Source: an optimization exercise on an open RTL-to-GDS flow (aim: small area and a short achievable clock period). Production flows keep margins and buffers that such runs may drop. Where RTL was checked, it was by simulation tests only, not by an equivalence proof against the original. Only the layout flow was run in run 1; the RTL was not checked for function there.

==> flow/design.v, too long to show whole: its modules and the start of the top module <==
// module lab2_pipe: 2745 lines
// module lab2_fa: 4 lines
// module lab2_x2: 3 lines
// module lab2_bsel: 3 lines
// module lab2_x3: 3 lines
// module lab2_nor: 3 lines
module lab2_pipe (
    input clk,
    input rst,
    input start,
    input [31:0] x,
    output reg rdy,
    output [31:0] y
);
  // ...
==> flow/flow/run.sh <==
#!/bin/bash
set -euo pipefail
export BUFFER_PORTS_ARGS="-buffer_cell sky130_fd_sc_hd__buf_2"
bash standard.sh > standard_flow.log 2>&1
==> flow/standard.sh <==
#!/bin/bash
# synth_recipe.tcl (not shown) runs the flow's synth.tcl, then flattens the netlist and writes it again
# the make line also repeats each setting of config.mk as NAME=value (left out here)
make -C /OpenROAD-flow-scripts/flow DESIGN_CONFIG=/design/flow/config.mk WORK_HOME=/design/flow/orfs CLKGATE_MAP_FILE= SYNTH_SCRIPT=/design/flow/synth_recipe.tcl "${@:-finish}"
==> flow/config.mk <==
export PLATFORM = sky130hd
export DESIGN_NAME = lab2_pipe
export DESIGN_NICKNAME = lab2_pipe
export VERILOG_FILES = /design/flow/design.v
export SDC_FILE = /design/flow/constraint.sdc
export NUM_CORES = 4
export LEC_CHECK = 0
export CAP_MARGIN = 20
export CORE_MARGIN = 2
export CORE_UTILIZATION = 40
export CTS_BUF_LIST = sky130_fd_sc_hd__clkbuf_8
export CTS_CLUSTER_DIAMETER = 60
export CTS_CLUSTER_SIZE = 16
export PLACE_DENSITY = 0.6
export SLEW_MARGIN = 75
export SYNTH_HIERARCHICAL = 1
==> flow/constraint.sdc <==
create_clock -name core_clock -period 15.0 [get_ports {clk}]
set_input_delay 3.0000 -clock core_clock [delete_from_list [all_inputs] [get_ports {clk}]]
set_output_delay 3.0000 -clock core_clock [all_outputs]
set_load 0.01 [all_outputs]
==> qor.csv, run 1 <==
stage,metric,value,unit
routing,vias,20300,
synthesis,count of cell types in the netlist,70,
synthesis,Compound-Gate Fraction of Synth Area,4.56,%
setup_path,CP max stage delay,340,ps
flow_run,max-cap check violation count,0,
floorplan,Core ar.,75700,sq um
synthesis,Syn Inst Count,2946,
sta,RSZ-0062 raised after global routing,false,
floorplan,Initial Util,40.2,%
grt,total global-route track usage,20.1,%
clocking,clk sinks,351,
layout,cell area after layout,33300,sq um
layout,multi-input gates,2303,
place,RePlAce Congestion,0.840,
outcome,outcome,no timing/DRC/antenna violations,
clocking,# Post-CTS Setup Buffers,0,
setup_path,CP max stage cell,dfxtp_1,
clocking,Max clock buf depth,3,
synthesis,Syn Nets,3734,
synthesis,Synth Area per Inst,10.3,sq um
sta,setup TNS,0,ps
synthesis,Seq cells post-synth,351,
synthesis,simple-gate share of the synthesized area,14.6,%
grt,global-route wire length before repair,122000,um
==> run 2, diff against run 1 <==
--- a/flow/design.v
+++ b/flow/design.v
@@ -726,20 +726,18 @@
 wire i486 = ~c275;
 wire i487 = ~s284;
 wire i488 = ~c285;
 wire i489 = ~s296;
 wire i490 = ~c297;
 wire i491 = ~s310;
 wire i492 = ~c311;
 wire i493 = ~s326;
-wire [21:0] x2_lo_c = {{1'b1, i493, i492, s309, i490, i489, i488, c279, i486, i485, i484, s265, i482, s259, i480, p60, p3, p2, p1, 1'b1, i478}, 1'b1} + {{1'b1, c318, s318, i491, s303, c290, s290, i487, s279, c270, s270, i483, s263, i481, s258, i479, p32, p31, 1'b1, 1'b1, 1'b1}, 1'b1};
-wire [20:0] x2_lo = ~x2_lo_c[21:1];
-wire [12:0] x2_hi_c = {{r2_x2h[22], r2_x2h[20], r2_x2h[18], r2_x2h[16], ~r2_x2h[14], r2_x2h[12], r2_x2h[10], r2_x2h[8], ~r2_x2h[6], r2_x2h[4], r2_x2h[2], r2_x2h[0]}, 1'b1} + {{~r2_x2h[23], ~r2_x2h[21], ~r2_x2h[19], ~r2_x2h[17], r2_x2h[15], ~r2_x2h[13], ~r2_x2h[11], ~r2_x2h[9], r2_x2h[7], ~r2_x2h[5], ~r2_x2h[3], ~r2_x2h[1]}, {r2_x2l[19]}};
-wire [11:0] x2_hi = x2_hi_c[12:1];
+wire [20:0] x2_lo = ~({1'b1, i493, i492, s309, i490, i489, i488, c279, i486, i485, i484, s265, i482, s259, i480, p60, p3, p2, p1, 1'b1, i478} + {1'b1, c318, s318, i491, s303, c290, s290, i487, s279, c270, s270, i483, s263, i481, s258, i479, p32, p31, 1'b1, 1'b1, 1'b1} + 1'b1);
+wire [11:0] x2_hi = {r2_x2h[22], r2_x2h[20], r2_x2h[18], r2_x2h[16], ~r2_x2h[14], r2_x2h[12], r2_x2h[10], r2_x2h[8], ~r2_x2h[6], r2_x2h[4], r2_x2h[2], r2_x2h[0]} + {~r2_x2h[23], ~r2_x2h[21], ~r2_x2h[19], ~r2_x2h[17], r2_x2h[15], ~r2_x2h[13], ~r2_x2h[11], ~r2_x2h[9], r2_x2h[7], ~r2_x2h[5], ~r2_x2h[3], ~r2_x2h[1]} + {r2_x2l[19]};
 wire p494 = ~(r2_x2l[2] & r2_x2l[1]);
 wire p495 = ~(r2_x2l[2] & ~r2_x2l[1]);
 wire p496 = ~(r2_x2l[3] & ~r2_x2l[2]);
 wire p497 = ~(r2_x2l[3] & r2_x2l[2]);
 wire p498 = ~(r2_x2l[4] & ~r2_x2l[3]);
 wire p499 = ~(r2_x2l[4] & r2_x2l[3]);
 wire p500 = ~(r2_x2l[5] & ~r2_x2l[4]);
 wire p501 = ~(r2_x2l[5] & r2_x2l[4]);
@@ -1322,18 +1320,17 @@
 wire i906 = ~c729;
 wire i907 = ~s736;
 wire i908 = ~c737;
 wire i909 = ~s746;
 wire i910 = ~c747;
 wire i911 = ~s758;
 wire i912 = ~c759;
 wire i913 = ~s772;
-wire [21:0] x4_lo_c = {{1'b1, s771, i912, i911, i910, c741, i908, i907, i906, s727, i904, s721, i902, p549, p494, p522, r2_x2l[1], p520, 1'b1, 1'b1, i900}, 1'b1} + {{1'b1, i913, s765, c752, s752, i909, s741, c732, s732, i905, s725, i903, s720, i901, p523, 1'b1, p521, 1'b1, 1'b1, 1'b1, 1'b1}, 1'b1};
-wire [20:0] x4_lo = ~x4_lo_c[21:1];
+wire [20:0] x4_lo = ~({1'b1, s771, i912, i911, i910, c741, i908, i907, i906, s727, i904, s721, i902, p549, p494, p522, r2_x2l[1], p520, 1'b1, 1'b1, i900} + {1'b1, i913, s765, c752, s752, i909, s741, c732, s732, i905, s725, i903, s720, i901, p523, 1'b1, p521, 1'b1, 1'b1, 1'b1, 1'b1} + 1'b1);
 wire s914, c914;
 lab2_fa u914 (.a(r3_x4h[12]), .b(r3_x4h[13]), .c(r3_x4h[14]), .s(s914), .co(c914));
 wire s915 = r3_x4h[16] ^ r3_x4h[17];
 wire c916;
 lab2_nor u916 (.a(r3_x4h[16]), .b(r3_x4h[17]), .y(c916));
 wire s917, c917;
 lab2_fa u917 (.a(r3_x4h[18]), .b(r3_x4h[19]), .c(r3_x4h[20]), .s(s917), .co(c917));
 wire s918, c918;
@@ -1344,18 +1341,17 @@
 wire s921, c921;
 lab2_fa u921 (.a(r3_x4h[25]), .b(r3_x4h[26]), .c(r3_x4h[27]), .s(s921), .co(c921));
 wire s922, c922;
 lab2_fa u922 (.a(r3_x4h[28]), .b(c918), .c(s921), .s(s922), .co(c922));
 wire s923;
 lab2_x2 u923 (.a(r3_x4h[29]), .b(r3_x4h[30]), .y(s923));
 wire s924;
 lab2_x2 u924 (.a(s923), .b(c921), .y(s924));
-wire [12:0] x4_hi_c = {{s924, c920, ~s918, c916, s915, r3_x4h[15], ~r3_x4h[10], r3_x4h[8], r3_x4h[6], r3_x4h[4], r3_x4h[2], r3_x4h[0]}, 1'b1} + {{~c922, ~s922, s919, ~s917, ~c914, ~s914, r3_x4h[11], ~r3_x4h[9], ~r3_x4h[7], ~r3_x4h[5], ~r3_x4h[3], ~r3_x4h[1]}, {r3_x4l[17]}};
-wire [11:0] x4_hi = x4_hi_c[12:1];
+wire [11:0] x4_hi = {s924, c920, ~s918, c916, s915, r3_x4h[15], ~r3_x4h[10], r3_x4h[8], r3_x4h[6], r3_x4h[4], r3_x4h[2], r3_x4h[0]} + {~c922, ~s922, s919, ~s917, ~c914, ~s914, r3_x4h[11], ~r3_x4h[9], ~r3_x4h[7], ~r3_x4h[5], ~r3_x4h[3], ~r3_x4h[1]} + {r3_x4l[17]};
 wire p925 = ~(r3_x4l[0] & r3_x[0]);
 wire p926 = ~(r3_x4l[0] & r3_x[1]);
 wire p927 = ~(r3_x4l[0] & r3_x[2]);
 wire p928 = ~(r3_x4l[0] & r3_x[3]);
 wire p929 = ~(r3_x4l[0] & r3_x[4]);
 wire p930 = ~(r3_x4l[0] & r3_x[5]);
 wire p931 = ~(r3_x4l[0] & r3_x[6]);
 wire p932 = ~(r3_x4l[0] & r3_x[7]);
@@ -2720,18 +2716,17 @@
 wire i1858 = ~c1809;
 wire i1859 = ~s1813;
 wire i1860 = ~c1820;
 wire i1861 = ~s1824;
 wire i1862 = ~c1825;
 wire i1863 = ~s1830;
 wire i1864 = ~s1837;
 wire i1865 = ~c1831;
-wire [32:0] y_s_c = {{i1864, i1862, i1860, s1817, i1858, i1856, i1854, i1852, s1794, s1790, i1851, s1784, i1850, s1777, i1848, i1846, i1844, i1842, r4_cs[25], i1840, r4_cs[21], r4_cs[19], r4_cs[17], r4_cs[15], r4_cs[13], r4_cs[11], r4_cs[9], r4_cs[7], r4_cs[5], i1838, r4_cs[2], r4_cs[0]}, 1'b1} + {{i1865, i1863, i1861, s1818, i1859, i1857, i1855, i1853, s1795, c1788, s1788, c1782, s1782, s1778, i1849, i1847, i1845, i1843, r4_cs[26], i1841, r4_cs[22], r4_cs[20], r4_cs[18], r4_cs[16], r4_cs[14], r4_cs[12], r4_cs[10], i1839, r4_cs[6], r4_cs[4], 1'b1, r4_cs[1]}, 1'b1};
-wire [31:0] y_s = ~y_s_c[32:1];
+wire [31:0] y_s = ~({i1864, i1862, i1860, s1817, i1858, i1856, i1854, i1852, s1794, s1790, i1851, s1784, i1850, s1777, i1848, i1846, i1844, i1842, r4_cs[25], i1840, r4_cs[21], r4_cs[19], r4_cs[17], r4_cs[15], r4_cs[13], r4_cs[11], r4_cs[9], r4_cs[7], r4_cs[5], i1838, r4_cs[2], r4_cs[0]} + {i1865, i1863, i1861, s1818, i1859, i1857, i1855, i1853, s1795, c1788, s1788, c1782, s1782, s1778, i1849, i1847, i1845, i1843, r4_cs[26], i1841, r4_cs[22], r4_cs[20], r4_cs[18], r4_cs[16], r4_cs[14], r4_cs[12], r4_cs[10], i1839, r4_cs[6], r4_cs[4], 1'b1, r4_cs[1]} + 1'b1);
 always @(posedge clk) begin
     r1_x <= {x[31], x[30], x[29], x[28], x[27], x[26], x[25], x[24], x[23], x[22], x[21], x[20], x[19], x[18], x[17], x[16], x[15], x[14], x[13], x[12], x[11], x[10], x[9], x[8], x[7], x[6], x[5], x[4], x[3], x[2], x[1], x[0]};
     r2_x <= {r1_x[31], r1_x[30], r1_x[29], r1_x[28], r1_x[27], r1_x[26], r1_x[25], r1_x[24], r1_x[23], r1_x[22], r1_x[21], r1_x[20], r1_x[19], r1_x[18], r1_x[17], r1_x[16], r1_x[15], r1_x[14], r1_x[13], r1_x[12], r1_x[11], r1_x[10], r1_x[9], r1_x[8], r1_x[7], r1_x[6], r1_x[5], r1_x[4], r1_x[3], r1_x[2], r1_x[1], r1_x[0]};
     r2_x2l <= {x2_lo[20], x2_lo[19], x2_lo[18], x2_lo[17], x2_lo[16], x2_lo[15], x2_lo[14], x2_lo[13], x2_lo[12], x2_lo[11], x2_lo[10], x2_lo[9], x2_lo[8], x2_lo[7], x2_lo[6], x2_lo[5], x2_lo[4], x2_lo[3], p1, r1_x[0]};
     r2_x2h <= {c450, s477, s450, c437, c423, s436, s423, c411, s410, c398, s398, c387, c375, s386, s375, c365, s364, c354, s354, c345, c335, s344, s335, c327};
     r3_x <= {r2_x[31], r2_x[30], r2_x[29], r2_x[28], r2_x[27], r2_x[26], r2_x[25], r2_x[24], r2_x[23], r2_x[22], r2_x[21], r2_x[20], r2_x[19], r2_x[18], r2_x[17], r2_x[16], r2_x[15], r2_x[14], r2_x[13], r2_x[12], r2_x[11], r2_x[10], r2_x[9], r2_x[8], r2_x[7], r2_x[6], r2_x[5], r2_x[4], r2_x[3], r2_x[2], r2_x[1], r2_x[0]};
     r3_x2 <= {~x2_hi[11], ~x2_hi[10], ~x2_hi[9], ~x2_hi[8], ~x2_hi[7], ~x2_hi[6], ~x2_hi[5], ~x2_hi[4], ~x2_hi[3], ~x2_hi[2], ~x2_hi[1], ~x2_hi[0], ~r2_x2l[18], ~r2_x2l[17], ~r2_x2l[16], ~r2_x2l[15], ~r2_x2l[14], ~r2_x2l[13], ~r2_x2l[12], ~r2_x2l[11], ~r2_x2l[10], ~r2_x2l[9], ~r2_x2l[8], ~r2_x2l[7], ~r2_x2l[6], ~r2_x2l[5], ~r2_x2l[4], ~r2_x2l[3], ~r2_x2l[2], ~r2_x2l[1], ~r2_x2l[0]};
     r3_x4l <= {x4_lo[20], x4_lo[19], x4_lo[18], x4_lo[17], x4_lo[16], x4_lo[15], x4_lo[14], x4_lo[13], x4_lo[12], x4_lo[11], x4_lo[10], x4_lo[9], x4_lo[8], x4_lo[7], x4_lo[6], x4_lo[5], x4_lo[4], r2_x2l[0]};
==> flow/config.mk (replaced) <==
export PLATFORM = sky130hd
export DESIGN_NAME = lab2_pipe
export DESIGN_NICKNAME = lab2_pipe
export VERILOG_FILES = /design/flow/design.v
export SDC_FILE = /design/flow/constraint.sdc
export NUM_CORES = 4
export LEC_CHECK = 0
export CAP_MARGIN = 20
export CORE_MARGIN = 2
export CORE_UTILIZATION = 40
export CTS_CLUSTER_DIAMETER = 80
export CTS_CLUSTER_SIZE = 22
export PLACE_DENSITY = 0.6
export SLEW_MARGIN = 75
export SYNTH_HIERARCHICAL = 1
==> run 2 against run 1 <==
Still clean on timing, DRC and antenna; critical endpoint is now y[1]; register-to-register slack improved by 70 ps; critical path depth unchanged; synthesized cell count increased by 2.4%; via count increased by 3.3%; worst hold slack improved by 6.1 ps.
==> qor.csv, run 2 <==
stage,metric,value,unit,change
outcome,outcome,no timing/DRC/antenna violations,,unchanged
synthesis,Syn Inst Count,3016,,was 2946
sta,RSZ-0062 raised after global routing,false,,unchanged
setup_path,crit path launch,y_r[1],,was y_r[6]
synthesis,top cell type's share of synthesized area,43.5,%,was 43.9%
sta,minimum clock period,4110,ps,was 4150 ps
layout,Diodes inserted,0,,was 1
synthesis,Seq cells post-synth,351,,unchanged
layout,number of flip-flops in the largest register,95,,unchanged
layout,most frequent cells in the layout,"nand2_1 (891), fa_1 (665), dfxtp_1 (308), xor2_1 (157), nor2_1 (115)",,"was nand2_1 (922), fa_1 (665), dfxtp_1 (308), xor2_1 (159), inv_1 (123)"
setup_path,WP data required,12000,ps,about the same
routing,WL/cell,19.4,um,was 19.0 um
synthesis,Synth Area per Inst,10.2,sq um,was 10.3 sq um
routing,Routed WL,78600,um,was 75100 um
place,Buffers on Ports,66,,unchanged
setup_path,CP max stage delay,310,ps,was 340 ps
setup_path,CP endpoint kind,output port,,unchanged
synthesis,post-synth top area cell,fa_1,,unchanged
floorplan,total die area,79100,sq um,was 78300 sq um
setup_path,reg2reg start,r2_x2l[4],,was r1_x[6]
floorplan,Core ar.,76100,sq um,was 75700 sq um
clocking,Post-CTS Hold Buffers,0,,unchanged
grt,global-route wire length before repair,127000,um,was 122000 um
grt,largest net degree at the start of global routing,35,,was 36
grt,GRT Residual Overflow,0,,unchanged
setup_path,crit path max fanout,1,,unchanged
synthesis,Async SR Flop Fraction,0,%,unchanged
routing,Starting DRT DRC Count,1552,,was 1065
setup_path,crit path cell chain,buf_2,,unchanged
layout,layout cell share with drive strength beyond 1,9.08,%,was 9.99%
setup_path,reg2reg path depth,13,,unchanged
clocking,Max clock buf depth,3,,unchanged
synthesis,Post-synth EDFFs,0,,unchanged
clocking,Max H-tree Level,1,,was 2
layout,registers with the most flip-flops,"r4_cs: 95 flops, r1_x: 32 flops",,unchanged
synthesis,Syn Nets,3804,,was 3734
setup_path,"Arr. time, crit path",1110,ps,was 1150 ps
setup_path,CP max stage cell,dfxtp_1,,unchanged
sta,hold slack,318,ps,was 312 ps
clocking,clock latency on the worst-skew pair,610,ps,was 680 ps
floorplan,standard-cell rows,101,,unchanged
layout,filler instances,7267,,was 7179
sta,final hold vios,0,,unchanged
setup_path,Crit. path cell count,1,,unchanged
sta,final setup margin,10890,ps,was 10850 ps
clocking,CTS root buffer,clkbuf_16,,was clkbuf_8
sta,final setup skew,41.0,ps,was 89.4 ps
floorplan,die width,281,um,was 280 um
sta,Final period util,27.4,%,was 27.7%
flow_run,max-cap check violation count,0,,unchanged
synthesis,most instantiated cells after synthesis,"nand2_1 (892), fa_1 (669), dfxtp_1 (351)",,"was nand2_1 (923), fa_1 (667), dfxtp_1 (351)"
grt,initial antenna violation count,1,,unchanged
grt,total global-route track usage,20.7,%,was 20.1%
place,Place WS,10950,ps,was 10840 ps
clocking,post-CTS sizing,0,,unchanged
routing,DR DRC count,0,,unchanged
place,RePlAce Congestion,0.855,,was 0.840
clocking,clock slew seen by the registers of the worst setup and hold paths,90,ps,was 100 ps
synthesis,"count leader, synth",nand2_1,,unchanged
layout,Layout area overhead,9.66,%,was 9.28%
clocking,CTS tree,built,,unchanged
floorplan,Ports,68,,unchanged
layout,cell area after layout,33700,sq um,was 33300 sq um
synthesis,post-synth design cell area,30800,sq um,was 30400 sq um
setup_path,Worst Setup EP,y[1],,was y[6]
layout,final core occ,44.3,%,was 44.0%
floorplan,Initial Util,40.4,%,was 40.2%
sta,setup TNS,0,ps,unchanged
clocking,clk sinks,351,,unchanged
layout,"commonest non-fill, non-tap cell in the layout",nand2_1,,unchanged
setup_path,worst r2r dst,r3_x4l[16],,was r2_x2l[19]
setup_path,Top delay family on crit path,flip-flops,,unchanged
clocking,# Post-CTS Setup Buffers,0,,unchanged
layout,nets@finish,3785,,was 3742
routing,Via density,5.18,,was 5.12
sta,Fmax,244,MHz,was 241 MHz
routing,vias,21000,,was 20300
synthesis,top post-synthesis cells by area,"fa_1 (44%), dfxtp_1 (23%), nand2_1 (11%), xor2_1 (4.6%), ha_1 (3.4%)",,"was fa_1 (44%), dfxtp_1 (23%), nand2_1 (11%), xor2_1 (4.7%), ha_1 (3.5%)"
place,Post-DP HPWL,58000,um,was 55500 um
place,DP Area,32600,sq um,was 32200 sq um
synthesis,"Warnings, synthesis",7,,unchanged
setup_path,WP buf/inv,1,,unchanged
setup_path,flop-to-flop setup slack,10980,ps,was 10910 ps
sta,Slew Limit Fails,0,,unchanged
sta,final setup violation count,0,,unchanged
synthesis,Most used DFF post-synth,dfxtp_1,,unchanged
clocking,total CTS buffers,30,,was 41
routing,Routed Antenna Nets,0,,unchanged
layout,Top reg by flops,r4_cs,,unchanged
synthesis,count of cell types in the netlist,66,,was 70
setup_path,CP Class,reg -> out,,unchanged
worst_hold_path,worst min path class,reg -> reg,,unchanged
routing,First-pass DRT Iterations,5,,was 7
synthesis,"Seq/Total Area, Yosys",22.8,%,was 23.1%
setup_path,CP Launch Type,flip-flop,,unchanged
grt,vias in the first global route,22900,,was 22200
floorplan,height of the die,281,um,was 280 um
[run 2: cell count changes after synthesis, moves of 7 or more]
cell | before | now
nand2_1 | 923 | 892
o21ai_0 | 14 | 45
nor3_1 | 7 | 14
a21o_1 | 26 | 19
nor2_1 | 106 | 115
a21oi_1 | 54 | 82
nand2b_1 | 27 | 70
xnor2_1 | 70 | 61
o21bai_1 | 11 | 2
[run 2: cell type report]
cell class	instances	area [sq um]	area share, %
multi-input cells	2372	22900	68.0
flip-flops and latches	351	7150	21.2
well taps	1030	1290	3.82
repair buffers	127	840	2.49
clock buffers	33	783	2.32
inverters	115	434	1.29
clock inverters	21	312	0.923
[run 2: modules after synthesis (local to each module, per instance)]
module     copies in the design  flip-flops and latches
lab2_x2                     107                       0
lab2_fa                     664                       0
lab2_nor                     52                       0
lab2_pipe                     1                     351
[run 2: worst min path at each step]
stage,to,cells past startpoint,startpoint
2_1_floorplan,r2_x[31],0,r1_x[31]
3_3_place_gp,r3_x[9],0,r2_x[9]
3_5_place_dp,r3_x[20],0,r2_x[20]
4_1_cts,r3_x[8],0,r2_x[8]
5_1_grt,r3_x[8],0,r2_x[8]
6_report,r3_x[8],0,r2_x[8]
[run 2: per-stage QoR]
stage / cells
after floorplan: 3016
after global placement: 3978
after detailed placement: 3995
after CTS: 4049
after global routing: 4049
final: 4049
[run 2: logic make-up after synthesis]
logic type               synth area share (%)
other                                  0.0122
adder cells (fa/ha/maj)                  46.9
XOR/XNOR                                 6.35
AND/OR/NAND/NOR                          15.5
flip-flops                               22.8
multiplexers                            0.102
AO/OA/AOI/OAI                            4.68
buffers and inverters                    3.61
[run 2: per-layer routing]
| metal | track usage [%] | wire length [um] | vias up |
|---|---|---|---|
| met5 | 0 | 0 | - |
| met4 | 7.00 | 2840 | 0 |
| met3 | 2.80 | 4990 | 162 |
| met2 | 35.4 | 38200 | 793 |
| met1 | 27.1 | 32600 | 10800 |
| li1 | - | - | 9245 |
==> run 3, diff against run 2 <==
--- a/flow/config.mk
+++ b/flow/config.mk
@@ -8,8 +8,9 @@
 export CAP_MARGIN = 20
 export CORE_MARGIN = 2
 export CORE_UTILIZATION = 40
-export CTS_CLUSTER_DIAMETER = 80
-export CTS_CLUSTER_SIZE = 22
+export CTS_BUF_LIST = sky130_fd_sc_hd__clkbuf_8
+export CTS_CLUSTER_DIAMETER = 60
+export CTS_CLUSTER_SIZE = 16
 export PLACE_DENSITY = 0.6
 export SLEW_MARGIN = 75
 export SYNTH_HIERARCHICAL = 1
==> run 3 against run 2 <==
Core utilization is 0.33 points lower; clock skew is 22 ps higher; design area is 0.74% lower; critical path type unchanged; global-route usage is 0.070 points higher; worst hold slack worse by 24 ps; synthesized cell count stayed put.
==> qor.csv, run 3 <==
stage,metric,value,unit,change
clocking,Post-CTS Hold Buffers,0,,unchanged
grt,total global-route track usage,20.7,%,about the same
synthesis,Syn Nets,3804,,unchanged
worst_hold_path,hold path cells,0,,unchanged
place,DP Area,32600,sq um,unchanged
setup_path,CP Class,reg -> out,,unchanged
layout,Multi-input gate area,22900,sq um,unchanged
grt,GRT Residual Overflow,0,,unchanged
setup_path,crit path launch,y_r[2],,was y_r[1]
sta,final hold vios,0,,unchanged
synthesis,Most used DFF post-synth,dfxtp_1,,unchanged
setup_path,CP max stage delay,350,ps,was 310 ps
routing,DR DRC count,0,,unchanged
clocking,CTS root buffer,clkbuf_8,,was clkbuf_16
routing,vias,21100,,was 21000
grt,initial antenna violation count,2,,was 1
setup_path,WP data required,12000,ps,about the same
place,RePlAce Congestion,0.855,,unchanged
routing,Routed WL,78600,um,about the same
sta,final setup violation count,0,,unchanged
setup_path,flop-to-flop setup slack,10980,ps,about the same
layout,registers with the most flip-flops,"r4_cs: 95 flops, r1_x: 32 flops",,unchanged
clocking,# Post-CTS Setup Buffers,0,,unchanged
setup_path,crit path cell chain,buf_2,,unchanged
sta,Slew Limit Fails,0,,unchanged
synthesis,"Seq/Total Area, Yosys",22.8,%,unchanged
sta,Final period util,27.5,%,was 27.4%
place,Buffers on Ports,66,,unchanged
layout,cell area after layout,33500,sq um,was 33700 sq um
routing,WL/cell,19.3,um,was 19.4 um
synthesis,Seq cells post-synth,351,,unchanged
layout,Layout area overhead,8.85,%,was 9.66%
setup_path,CP Launch Type,flip-flop,,unchanged
outcome,outcome,no timing/DRC/antenna violations,,unchanged
clocking,clk sinks,351,,unchanged
synthesis,Syn Inst Count,3016,,unchanged
place,Post-DP HPWL,58000,um,unchanged
synthesis,count of cell types in the netlist,66,,unchanged
sta,RSZ-0062 raised after global routing,false,,unchanged
setup_path,"Arr. time, crit path",1120,ps,was 1110 ps
synthesis,Async SR Flop Fraction,0,%,unchanged
setup_path,crit path max fanout,1,,unchanged
sta,setup TNS,0,ps,unchanged
clocking,clock slew seen by the registers of the worst setup and hold paths,100,ps,was 90 ps
worst_hold_path,worst min path class,reg -> reg,,unchanged
floorplan,Ports,68,,unchanged
layout,final non-filler cell total,4062,,was 4049
flow_run,max-cap check violation count,0,,unchanged
clocking,post-CTS sizing,0,,unchanged
floorplan,die width,281,um,unchanged
floorplan,Core ar.,76100,sq um,unchanged
clocking,Max clock buf depth,3,,unchanged
routing,Starting DRT DRC Count,1471,,was 1552
synthesis,Post-synth EDFFs,0,,unchanged
sta,final setup skew,63.2,ps,was 41.0 ps
synthesis,top cell type's share of synthesized area,43.5,%,unchanged
synthesis,Synth Area per Inst,10.2,sq um,unchanged
layout,layout cell share with drive strength beyond 1,9.44,%,was 9.08%
setup_path,CP endpoint kind,output port,,unchanged
routing,First-pass DRT Iterations,5,,unchanged
setup_path,Worst Setup EP,y[2],,was y[1]
synthesis,post-synth design cell area,30800,sq um,unchanged
synthesis,"Warnings, synthesis",7,,unchanged
layout,most frequent cells in the layout,"nand2_1 (891), fa_1 (665), dfxtp_1 (307), xor2_1 (157), inv_1 (117)",,"was nand2_1 (891), fa_1 (665), dfxtp_1 (308), xor2_1 (157), nor2_1 (115)"
floorplan,standard-cell rows,101,,unchanged
sta,minimum clock period,4120,ps,was 4110 ps
setup_path,reg2reg start,r1_x[2],,was r2_x2l[4]
setup_path,worst r2r dst,r2_x2l[18],,was r3_x4l[16]
grt,global-route wire length before repair,127000,um,about the same
floorplan,total die area,79100,sq um,unchanged
routing,Routed Antenna Nets,0,,unchanged
sta,hold slack,293,ps,was 318 ps
layout,register area,7160,sq um,was 7150 sq um
grt,vias in the first global route,22900,,about the same
synthesis,top post-synthesis cells by area,"fa_1 (44%), dfxtp_1 (23%), nand2_1 (11%), xor2_1 (4.6%), ha_1 (3.4%)",,unchanged
setup_path,WP buf/inv,1,,unchanged
sta,Fmax,243,MHz,was 244 MHz
setup_path,CP max stage cell,dfxtp_1,,unchanged
layout,"commonest non-fill, non-tap cell in the layout",nand2_1,,unchanged
floorplan,height of the die,281,um,unchanged
floorplan,Initial Util,40.4,%,unchanged
synthesis,most instantiated cells after synthesis,"nand2_1 (892), fa_1 (669), dfxtp_1 (351)",,unchanged
layout,Top reg by flops,r4_cs,,unchanged
clocking,clock latency on the worst-skew pair,650,ps,was 610 ps
clocking,CTS tree,built,,unchanged
layout,nets@finish,3793,,was 3785
routing,Via density,5.19,,was 5.18
layout,filler instances,7323,,was 7267
setup_path,reg2reg path depth,12,,was 13
clocking,Max H-tree Level,2,,was 1
grt,largest net degree at the start of global routing,35,,unchanged
setup_path,Top delay family on crit path,flip-flops,,unchanged
place,placed cells,3995,,unchanged
synthesis,"count leader, synth",nand2_1,,unchanged
layout,number of flip-flops in the largest register,95,,unchanged
synthesis,post-synth top area cell,fa_1,,unchanged
setup_path,Crit. path cell count,1,,unchanged
clocking,total CTS buffers,38,,was 30
run 3: Yosys stat by module (local to each module, per instance):
module / flip-flops and latches / times used / cells
lab2_nor: 0 / 52 / 1
lab2_fa: 0 / 664 / 1
lab2_pipe: 351 / 1 / 2193
lab2_x2: 0 / 107 / 1
run 3: cell families after synthesis:
| group | after synthesis | share of synthesized area [%] |
|---|---|---|
| and+or+nand+nor | 1166 | 15.5 |
| AOI/OAI and AO/OA | 226 | 4.68 |
| muxes | 3 | 0.102 |
| other | 1 | 0.0122 |
| adders and majority gates | 753 | 46.9 |
| xor gates and xnor gates | 223 | 6.35 |
| buffers and inverters | 293 | 3.61 |
| DFF | 351 | 22.8 |
run 3: stage by stage:
stage	utilization, %	worst slack, ps
after floorplan	-	10860
after global placement	42.1	10440
after detailed placement	42.8	10950
after CTS	43.9	10780
after global routing	44.0	10750
final	44.0	10880
run 3: worst min path at each step:
stage	start	to	slack [ps]
6_report	r2_x[17]	r3_x[17]	290
5_1_grt	r2_x[17]	r3_x[17]	300
4_1_cts	r2_x[17]	r3_x[17]	280
3_5_place_dp	r2_x[20]	r3_x[20]	310
3_3_place_gp	r2_x[9]	r3_x[9]	310
2_1_floorplan	r1_x[31]	r2_x[31]	310
run 3: layout make-up:
cell class / instances / area share (%)
repair buffers: 127 / 2.51
inverters: 115 / 1.30
clock buffers: 40 / 1.64
diodes: 1 / 0.00747
multi-input cells: 2372 / 68.5
well taps: 1030 / 3.85
flip-flops and latches: 351 / 21.4
clock inverters: 26 / 0.863
run 3: per-layer routing:
| metal | part of all wire (%) | global-route usage [%] | up-vias |
|---|---|---|---|
| met5 | 0 | 0 | - |
| met4 | 3.6 | 7.98 | 0 |
| met3 | 6.5 | 3.04 | 161 |
| met2 | 49 | 35.1 | 799 |
| met1 | 41 | 26.9 | 10900 |
| li1 | - | - | 9258 |

-- port drivers added, routing unchanged --
The results above use ideal ports. As a check the final layouts listed here were re-extracted and re-timed, cells and wires unchanged. Step 1 assumes that a clkbuf_16 drives the clock port and a buf_2 every other input. Step 2 moves the port delays by t, midway between the first and last clock arrival at a register: inputs arrive t later, outputs are due t later. That takes back most of the time a late clock gives input paths. a / b / c = no drivers / after step 1 / after step 2; a / b = the first two.
run	t (ns)	slack for setup (ns)	hold slack, ns	worst register clock-pin slew, ns
run 1	0.696	10.852 / 10.791 / 10.889	0.312 / 0.312 / 0.312	0.10 / 0.10
run 2	0.659	10.894 / 10.831 / 10.981	0.318 / 0.318 / 0.318	0.09 / 0.09
run 3	0.674	10.877 / 10.818 / 10.971	0.293 / 0.293 / 0.293	0.10 / 0.10
After both steps every run listed still meets setup and hold.
